Context: an optimization exercise on an open-source flow, tuned for small area. The choices shown serve that exercise and are no tape-out recipe. In this exercise RTL edits were held to simulation tests only and were not proved equivalent to the original. Power figures rest on the tool's default switching activity, not on a simulated workload.

== violet ==
// runningdog
module runningdog
	(
		CLOCK_50,
		resetn,
		KEY,
		plot,
		x,
		y,
		colour,
		HEX0,
		HEX1,
		HEX2,
		HEX3,
		HEX4,
		HEX5
	);
Size in the first run: ~1200 cells after synthesis, ~100 flip-flops, about 66 I/O pins.
Settings: LEC_CHECK=0, CAP_MARGIN=20, CORE_MARGIN=2, CORE_UTILIZATION=40, SLEW_MARGIN=20; clock period 10.0 ns.
run.sh (not shown) runs the stock make flow with config.mk's settings and CLKGATE_MAP_FILE= SYNTH_SCRIPT=/design/flow/synth_recipe.tcl, a recipe that flattens the netlist after the stock synthesis.
violet completed end to end with timing, DRC and antenna clean.
### violet -> xenon
- SYNTH_NETLIST_FILES newly set to /design/flow/my_netlist.v
- BUFFER_PORTS_ARGS newly set to -buffer_cell sky130_fd_sc_hd__buf_1
- CTS_ARGS newly set to -sink_clustering_enable -repair_clock_nets -dont_use_dummy_load -buf_list sky130_fd_sc_hd__clkbuf_8
==> flow/flow/run.sh (new file) <==
#!/bin/bash
# Layout flow: the standard synthesis with a stronger ABC script for the
# combinational logic (flow/my_synth.tcl, flow/abc_deep.script), then the standard flow's
# standard layout (standard.sh) of that netlist. Each tool's output goes to a
# log in this folder: synth.log, layout.log.
set -euo pipefail
W=$(pwd)
export MY_ABC_SCRIPT=$W/flow/abc_deep.script
make -C $FLOW_HOME DESIGN_CONFIG=$W/config.mk WORK_HOME=$W/syn CLKGATE_MAP_FILE= \
  SYNTH_SCRIPT=$W/flow/my_synth.tcl synth > $W/synth.log 2>&1
cp $W/syn/results/$FLOW_PLATFORM/runningdog/base/1_2_yosys.v $W/my_netlist.v
grep -A3 "Chip area" $W/syn/reports/$FLOW_PLATFORM/runningdog/base/synth_stat.txt >> $W/synth.log || true
echo "export SYNTH_NETLIST_FILES = $W/my_netlist.v" >> $W/config.mk
# smallest buffer on each port; small clock buffers, no dummy clock loads
echo "export BUFFER_PORTS_ARGS = -buffer_cell sky130_fd_sc_hd__buf_1" >> $W/config.mk
echo "export CTS_ARGS = -sink_clustering_enable -repair_clock_nets -dont_use_dummy_load -buf_list sky130_fd_sc_hd__clkbuf_8" >> $W/config.mk
bash standard.sh > $W/layout.log 2>&1
==> flow/flow/abc_deep.script (new file) <==
strash
ifraig
&get -n
&st
&deepsyn -T 120
&put
dch -f
amap
topo
==> flow/flow/my_synth.tcl (new file) <==
# synth_recipe.tcl with two changes to ORFS's synth.tcl: no adder extraction
# (extract_fa), and ABC_SCRIPT (deep synthesis and area mapping) in place of
# ORFS's ABC script. Registers are mapped exactly as in the standard synthesis.
proc synth {args} { yosys synth -nofsm -noshare {*}$args }
set f [open $::env(SCRIPTS_DIR)/synth.tcl]
set txt [read $f]
close $f
set n0 [string length $txt]
set txt [string map [list \
  "extract_fa {*}\[dont_use_extract_fa_args\]" "" \
  "log_cmd abc {*}\$abc_args" "log_cmd abc {*}\[lreplace \$abc_args 1 1 $::env(MY_ABC_SCRIPT)\]"] $txt]
if { [string length $txt] == $n0 } { error "synth.tcl patch did not apply" }
eval $txt
# left out here: clear keep_hierarchy, flatten, clean up, hide names made inside functions, write 1_2_yosys.v
==> flow/standard.sh (new file) <==
#!/bin/bash
# synth_recipe.tcl (not shown) runs the flow's synth.tcl, then flattens the netlist and writes it again
# the make line also repeats each setting of config.mk as NAME=value (left out here)
make -C /OpenROAD-flow-scripts/flow DESIGN_CONFIG=/design/flow/config.mk WORK_HOME=/design/flow/orfs CLKGATE_MAP_FILE= SYNTH_SCRIPT=/design/flow/synth_recipe.tcl "${@:-finish}"
removed: flow/run.sh
Notes after the runs:
Compared with violet, xenon shows global-route wire length before repair lower by 8600 um. Having completed the whole flow, xenon delivered a layout that passed the timing, design-rule and antenna checks. Taking violet as the reference, in xenon met2 global-route usage rose 6.5 points, worst path setup slack after routing decreased by 1.19 ns relative to the old numbers.

========
## the previous run
Starting RTL as in the previous note.
make LEC_CHECK=0 ABC_AREA=1 CAP_MARGIN=20 CORE_MARGIN=2 CORE_UTILIZATION=40 SLEW_MARGIN=20 finish   # period 10.0 ns
Stock flow here: none of the scripts above is used.
Edits applied to the flow inputs when going from the previous run to the current run:
Settings: ABC_AREA: 1 -> unset; SYNTH_NETLIST_FILES: unset -> /design/flow/my_netlist.v.
==> flow/flow/run.sh (new file) <==
#!/bin/bash
# Layout flow: the standard synthesis with a stronger ABC script for the
# combinational logic (flow/my_synth.tcl, flow/abc_deep.script), then the standard flow's
# standard layout (standard.sh) of that netlist. Each tool's output goes to a
# log in this folder: synth.log, layout.log.
set -euo pipefail
W=$(pwd)
export MY_ABC_SCRIPT=$W/flow/abc_deep.script
make -C $FLOW_HOME DESIGN_CONFIG=$W/config.mk WORK_HOME=$W/syn CLKGATE_MAP_FILE= \
  SYNTH_SCRIPT=$W/flow/my_synth.tcl synth > $W/synth.log 2>&1
cp $W/syn/results/$FLOW_PLATFORM/runningdog/base/1_2_yosys.v $W/my_netlist.v
grep -A3 "Chip area" $W/syn/reports/$FLOW_PLATFORM/runningdog/base/synth_stat.txt >> $W/synth.log || true
echo "export SYNTH_NETLIST_FILES = $W/my_netlist.v" >> $W/config.mk
bash standard.sh > $W/layout.log 2>&1
==> flow/flow/abc_deep.script (new file) <==
strash
ifraig
&get -n
&st
&deepsyn -T 120
&put
dch -f
amap
topo
==> flow/flow/my_synth.tcl (new file) <==
# synth_recipe.tcl with two changes to ORFS's synth.tcl: no adder extraction
# (extract_fa), and ABC_SCRIPT (deep synthesis and area mapping) in place of
# ORFS's ABC script. Registers are mapped exactly as in the standard synthesis.
proc synth {args} { yosys synth -nofsm -noshare {*}$args }
set f [open $::env(SCRIPTS_DIR)/synth.tcl]
set txt [read $f]
close $f
set n0 [string length $txt]
set txt [string map [list \
  "extract_fa {*}\[dont_use_extract_fa_args\]" "" \
  "log_cmd abc {*}\$abc_args" "log_cmd abc {*}\[lreplace \$abc_args 1 1 $::env(MY_ABC_SCRIPT)\]"] $txt]
if { [string length $txt] == $n0 } { error "synth.tcl patch did not apply" }
eval $txt
# left out here: clear keep_hierarchy, flatten, clean up, hide names made inside functions, write 1_2_yosys.v
==> flow/standard.sh (new file) <==
#!/bin/bash
# synth_recipe.tcl (not shown) runs the flow's synth.tcl, then flattens the netlist and writes it again
# the make line also repeats each setting of config.mk as NAME=value (left out here)
make -C /OpenROAD-flow-scripts/flow DESIGN_CONFIG=/design/flow/config.mk WORK_HOME=/design/flow/orfs CLKGATE_MAP_FILE= SYNTH_SCRIPT=/design/flow/synth_recipe.tcl "${@:-finish}"
removed: flow/run.sh
[summary]
The most common library cell in the layout ignoring fill and taps comes out sky130_fd_sc_hd__nor2_1 in one run and sky130_fd_sc_hd__nand2_1 in the other, namely in the current run and the previous run respectively.
Of the previous run and the current run, the current run shows the higher shortest clock period the worst path allows after layout, with the previous run below it.
Internal power of the cells on the current run is ahead of the previous run.
Summary of the current run over the previous run: sequential share of layout area +6.0 points; number of placement rows -13%; post-CTS clock slew at the launch and capture registers of the worst setup and hold paths ~0 delta; die area -about 26%; met1 capacity usage during global routing +0.64 points.
Sort the previous run and the current run by post-synthesis to final-layout area growth asc -> top: the previous run
Across both runs, critical path data arrival time was higher for the current run than for the previous run.
Summary of the current run over the previous run: final area now smaller, power now smaller.

[what the ideal ports hide]
The flow's constraints put no driver on any port. The routed layouts listed below were extracted and timed again, unchanged, in two steps.
Step 1 (the two cells are an assumption about what drives the block):
set clk [get_ports {CLOCK_50}]
set_driving_cell -lib_cell sky130_fd_sc_hd__clkbuf_16 $clk
set_driving_cell -lib_cell sky130_fd_sc_hd__buf_2 [delete_from_list [all_inputs] $clk]
Step 2 adds t to the input delays and takes it off the output delays; t is the mean of the earliest and latest rising clock arrival at the registers after step 1. Input paths then give back, and output paths get back, about the clock's delay inside the block.
Slacks: no drivers / after step 1 / after step 2; pairs: no drivers / after step 1.
run	t (ns)	setup slack, ns	clock arrival spread, ns	worst slew at a driven data input, ns
violet	0.391	3.330 / 3.288 / 3.678	0.009 / 0.009	0.04
xenon	0.413	2.145 / 2.106 / 2.520	0.031 / 0.031	0.06
the previous run	0.402	2.886 / 2.840 / 3.242	0.012 / 0.012	0.03
the current run	0.399	2.301 / 2.257 / 2.657	0.014 / 0.015	0.05
After both steps every run listed still meets setup and hold.
